What follows belongs to an exercise in optimizing a design on an open flow for small area; a production flow would make more cautious choices.
Where RTL was checked, it was by simulation tests only, not by an equivalence proof against the original.
Power is estimated from default activity; no workload was simulated.

==> try-fjord: inputs <==
// systolic_array_3x3
module systolic_array_3x3(
    input clk,
    input rst,
    input [71:0] a,
    input [71:0] b,
    output [143:0] c
);
export LEC_CHECK = 0
export CAP_MARGIN = 20
export CORE_MARGIN = 2
export CORE_UTILIZATION = 40
export CTS_BUF_LIST = sky130_fd_sc_hd__clkbuf_8
export CTS_CLUSTER_DIAMETER = 150
export CTS_CLUSTER_SIZE = 30
export PLACE_DENSITY = 0.6
export SLEW_MARGIN = 20
export SYNTH_HIERARCHICAL = 1
export BUFFER_PORTS_ARGS = -buffer_cell sky130_fd_sc_hd__buf_1
create_clock -name core_clock -period 8.0 [get_ports {clk}]
standard.sh (not shown) runs the stock make flow with config.mk's settings and CLKGATE_MAP_FILE= SYNTH_SCRIPT=/design/flow/synth_recipe.tcl, a recipe that flattens the netlist after the stock synthesis.
==> flow/flow/run.sh <==
#!/bin/bash
# Own layout flow: the standard ORFS flow (standard.sh, unchanged synthesis),
# with the port buffers made from the smallest buffer cell instead of the
# default, and the clock tree built without dummy loads. Each tool's output goes
# to a log file in this work folder (ORFS also keeps its per-step logs under
# orfs/logs/).
set -euo pipefail
cat >> config.mk <<'EOM'
export BUFFER_PORTS_ARGS = -buffer_cell sky130_fd_sc_hd__buf_1
EOM
bash standard.sh > standard_flow.log 2>&1
==> try-sierra (differences from try-fjord) <==
==> flow/run.sh (new file) <==
#!/bin/bash
# synth_recipe.tcl (not shown) runs the flow's synth.tcl, then flattens the netlist and writes it again
# the make line also repeats each setting of config.mk as NAME=value (left out here)
make -C /OpenROAD-flow-scripts/flow DESIGN_CONFIG=/design/flow/config.mk WORK_HOME=/design/flow/orfs CLKGATE_MAP_FILE= SYNTH_SCRIPT=/design/flow/synth_recipe.tcl finish
BUFFER_PORTS_ARGS = not set   (was -buffer_cell sky130_fd_sc_hd__buf_1)
CTS_BUF_LIST = not set   (was sky130_fd_sc_hd__clkbuf_8)
CTS_CLUSTER_DIAMETER = not set   (was 150)
CTS_CLUSTER_SIZE = not set   (was 30)
removed: flow/flow/run.sh
removed: flow/standard.sh
==> summary of the runs <==
try-sierra ran to the end with no violations. try-fjord completed and failed the layout checks on negative setup slack. In try-sierra the first-iteration DRC count is larger than in try-fjord, by 13%. Of try-fjord and try-sierra, try-sierra has the higher fmax (gap about 1.8%, measured against try-sierra). Synthesized cell count is the same in try-fjord and try-sierra. Clock skew: try-sierra is lower than try-fjord (0.014 ns).

========
==> inputs of job 7068 <==
Another version of the RTL of systolic_array_3x3 (not shown whole).
==> flow/config.mk <==
export PLATFORM = sky130hd
export DESIGN_NAME = systolic_array_3x3
export DESIGN_NICKNAME = systolic_array_3x3
export VERILOG_FILES = /design/flow/design.v
export SDC_FILE = /design/flow/constraint.sdc
export NUM_CORES = 4
export LEC_CHECK = 0
export CAP_MARGIN = 20
export CORE_MARGIN = 2
export CORE_UTILIZATION = 40
export PLACE_DENSITY = 0.6
export SLEW_MARGIN = 20
export SYNTH_HIERARCHICAL = 1
==> flow/constraint.sdc <==
create_clock -name core_clock -period 8.0 [get_ports {clk}]
set_input_delay 1.6000 -clock core_clock [delete_from_list [all_inputs] [get_ports {clk}]]
set_output_delay 1.6000 -clock core_clock [all_outputs]
set_load 0.01 [all_outputs]
run.sh (not shown) runs the stock make flow with config.mk's settings and CLKGATE_MAP_FILE= SYNTH_SCRIPT=/design/flow/synth_recipe.tcl, a recipe that flattens the netlist after the stock synthesis.
Stock flow here: none of the scripts above is used.
==> inputs of job 3820, as changes to job 7068 <==
--- a/flow/design.v
+++ b/flow/design.v
@@ -1,50 +1,51 @@
 module systolic_array_3x3(
     input clk,
     input rst,
     input [71:0] a,
     input [71:0] b,
     output [143:0] c
 );
-reg [7:0] a00n, a01n, a02n, a10n, a11n, a12n, a20n, b00n, b10n, b20n, b01n, b11n, b21n, b02n;
+reg [7:0] a00, a01, a02, a10, a11, a12, a20, b00, b10, b20, b01, b11, b21, b02;
+wire [7:0] a00n = ~a00, a01n = ~a01, a02n = ~a02, a10n = ~a10, a11n = ~a11, a12n = ~a12, a20n = ~a20, b00n = ~b00, b10n = ~b10, b20n = ~b20, b01n = ~b01, b11n = ~b11, b21n = ~b21, b02n = ~b02;
 reg [15:0] c11, c12, c21, c22;
 wire [15:0] c00, c01, c02, c10, c20;
 wire [15:0] n11, n12, n21, n22;
 always @(posedge clk or posedge rst) begin
     if (rst) begin
-        a00n <= 8'hff;
-        a01n <= 8'hff;
-        a02n <= 8'hff;
-        a10n <= 8'hff;
-        a11n <= 8'hff;
-        a12n <= 8'hff;
-        a20n <= 8'hff;
-        b00n <= 8'hff;
-        b10n <= 8'hff;
-        b20n <= 8'hff;
-        b01n <= 8'hff;
-        b11n <= 8'hff;
-        b21n <= 8'hff;
-        b02n <= 8'hff;
+        a00 <= 8'd0;
+        a01 <= 8'd0;
+        a02 <= 8'd0;
+        a10 <= 8'd0;
+        a11 <= 8'd0;
+        a12 <= 8'd0;
+        a20 <= 8'd0;
+        b00 <= 8'd0;
+        b10 <= 8'd0;
+        b20 <= 8'd0;
+        b01 <= 8'd0;
+        b11 <= 8'd0;
+        b21 <= 8'd0;
+        b02 <= 8'd0;
         c11 <= 16'd0; c12 <= 16'd0; c21 <= 16'd0; c22 <= 16'd0;
     end else begin
-        a00n <= ~a[7:0];
-        a01n <= ~a[15:8];
-        a02n <= ~a[23:16];
-        a10n <= a00n;
-        a11n <= a01n;
-        a12n <= a02n;
-        a20n <= a10n;
-        b00n <= ~b[7:0];
-        b10n <= ~b[31:24];
-        b20n <= ~b[55:48];
-        b01n <= b00n;
-        b11n <= b10n;
-        b21n <= b20n;
-        b02n <= b01n;
+        a00 <= a[7:0];
+        a01 <= a[15:8];
+        a02 <= a[23:16];
+        a10 <= a00;
+        a11 <= a01;
+        a12 <= a02;
+        a20 <= a10;
+        b00 <= b[7:0];
+        b10 <= b[31:24];
+        b20 <= b[55:48];
+        b01 <= b00;
+        b11 <= b10;
+        b21 <= b20;
+        b02 <= b01;
         c11 <= n11; c12 <= n12; c21 <= n21; c22 <= n22;
     end
 end
 assign c = {c22, c21, c20, c12, c11, c10, c02, c01, c00};
 wire p1;
 wire p2;
 wire p3;
--- a/flow/config.mk
+++ b/flow/config.mk
@@ -4,10 +4,11 @@
 export VERILOG_FILES = /design/flow/design.v
 export SDC_FILE = /design/flow/constraint.sdc
 export NUM_CORES = 4
 export LEC_CHECK = 0
 export CAP_MARGIN = 20
 export CORE_MARGIN = 2
 export CORE_UTILIZATION = 40
+export GPL_TIMING_DRIVEN = 1
 export PLACE_DENSITY = 0.6
 export SLEW_MARGIN = 20
 export SYNTH_HIERARCHICAL = 1
==> inputs of job 712, as changes to job 7068 <==
--- a/flow/design.v
+++ b/flow/design.v
@@ -1,50 +1,51 @@
 module systolic_array_3x3(
     input clk,
     input rst,
     input [71:0] a,
     input [71:0] b,
     output [143:0] c
 );
-reg [7:0] a00n, a01n, a02n, a10n, a11n, a12n, a20n, b00n, b10n, b20n, b01n, b11n, b21n, b02n;
+reg [7:0] a00, a01, a02, a10, a11, a12, a20, b00, b10, b20, b01, b11, b21, b02;
+wire [7:0] a00n = ~a00, a01n = ~a01, a02n = ~a02, a10n = ~a10, a11n = ~a11, a12n = ~a12, a20n = ~a20, b00n = ~b00, b10n = ~b10, b20n = ~b20, b01n = ~b01, b11n = ~b11, b21n = ~b21, b02n = ~b02;
 reg [15:0] c11, c12, c21, c22;
 wire [15:0] c00, c01, c02, c10, c20;
 wire [15:0] n11, n12, n21, n22;
 always @(posedge clk or posedge rst) begin
     if (rst) begin
-        a00n <= 8'hff;
-        a01n <= 8'hff;
-        a02n <= 8'hff;
-        a10n <= 8'hff;
-        a11n <= 8'hff;
-        a12n <= 8'hff;
-        a20n <= 8'hff;
-        b00n <= 8'hff;
-        b10n <= 8'hff;
-        b20n <= 8'hff;
-        b01n <= 8'hff;
-        b11n <= 8'hff;
-        b21n <= 8'hff;
-        b02n <= 8'hff;
+        a00 <= 8'd0;
+        a01 <= 8'd0;
+        a02 <= 8'd0;
+        a10 <= 8'd0;
+        a11 <= 8'd0;
+        a12 <= 8'd0;
+        a20 <= 8'd0;
+        b00 <= 8'd0;
+        b10 <= 8'd0;
+        b20 <= 8'd0;
+        b01 <= 8'd0;
+        b11 <= 8'd0;
+        b21 <= 8'd0;
+        b02 <= 8'd0;
         c11 <= 16'd0; c12 <= 16'd0; c21 <= 16'd0; c22 <= 16'd0;
     end else begin
-        a00n <= ~a[7:0];
-        a01n <= ~a[15:8];
-        a02n <= ~a[23:16];
-        a10n <= a00n;
-        a11n <= a01n;
-        a12n <= a02n;
-        a20n <= a10n;
-        b00n <= ~b[7:0];
-        b10n <= ~b[31:24];
-        b20n <= ~b[55:48];
-        b01n <= b00n;
-        b11n <= b10n;
-        b21n <= b20n;
-        b02n <= b01n;
+        a00 <= a[7:0];
+        a01 <= a[15:8];
+        a02 <= a[23:16];
+        a10 <= a00;
+        a11 <= a01;
+        a12 <= a02;
+        a20 <= a10;
+        b00 <= b[7:0];
+        b10 <= b[31:24];
+        b20 <= b[55:48];
+        b01 <= b00;
+        b11 <= b10;
+        b21 <= b20;
+        b02 <= b01;
         c11 <= n11; c12 <= n12; c21 <= n21; c22 <= n22;
     end
 end
 assign c = {c22, c21, c20, c12, c11, c10, c02, c01, c00};
 wire p1;
 wire p2;
 wire p3;
==> flow/config.mk (replaced) <==
export PLATFORM = sky130hd
export DESIGN_NAME = systolic_array_3x3
export DESIGN_NICKNAME = systolic_array_3x3
export VERILOG_FILES = /design/flow/design.v
export SDC_FILE = /design/flow/constraint.sdc
export NUM_CORES = 4
export LEC_CHECK = 0
export ABC_AREA = 1
export CAP_MARGIN = 20
export CORE_MARGIN = 2
export CORE_UTILIZATION = 40
export PLACE_DENSITY = 0.6
export SLEW_MARGIN = 20
export SYNTH_HIERARCHICAL = 1
==> run notes <==
	job 712	job 7068	job 3820
Outcome	finished with violations	finished with violations	finished with violations
Violated checks	negative setup slack	negative setup slack	negative setup slack
Mean routed wirelength per cell	18.4 um	19.7 um	18.6 um
Sequential group power	1.27 mW	1.34 mW	1.27 mW
Final Instance Area	22600 um^2	22300 um^2	22500 um^2
P_sw	3.02 mW	3.05 mW	2.98 mW
Via count of the first global-routing pass	13336	13582	13632
Setup repair bufs after CTS	11	8	13
Die area	47900 um^2	47400 um^2	47700 um^2
Final setup violation count	2	3	1
Placed cell areas	21500 um^2	21200 um^2	21400 um^2
Logic inverters	129	49	113
Syn-to-layout area delta	22.4%	21.9%	22.2%
End of the worst hold path	b02[5]$_DFF_PP0_	b02n[6]$_DFF_PP1_	b02[4]$_DFF_PP0_
Syn Std Cell Area	18500 um^2	18300 um^2	18400 um^2
Area fraction of clock buffers and clock inverters	2.49%	2.67%	2.57%
Ratio of total power to cell area	320 nW/um^2	329 nW/um^2	320 nW/um^2
Core utilization of the finished layout	49.7%	49.2%	49.5%
Function was not checked in any run of this note: the RTL went through the layout flow alone.

[separate check: timing with driven ports]
Ports are ideal in the flow. The routed layouts listed here were re-timed in OpenROAD.
Step 1: set_driving_cell puts a clkbuf_16 on clk and a buf_2 on each other input, an assumption about the parent block.
Step 2, shift: input delay + t, output delay - t, t = (earliest + latest rising clock arrival at the registers) / 2. This alone moves slack from input paths to output paths.
Slacks: ideal ports / drivers / drivers and shift; pairs: ideal ports / drivers.
run	t (ns)	slack for setup (ns)	worst register clock-pin slew, ns
try-fjord	0.613	-0.107 / -0.157 / 0.455	0.12 / 0.12
try-sierra	0.541	0.042 / -0.012 / 0.529	0.08 / 0.08
job 7068	0.539	-0.022 / -0.081 / 0.319	0.08 / 0.08
job 3820	0.510	-0.056 / -0.109 / 0.401	0.08 / 0.08
job 712	0.540	-0.020 / -0.076 / 0.463	0.08 / 0.08
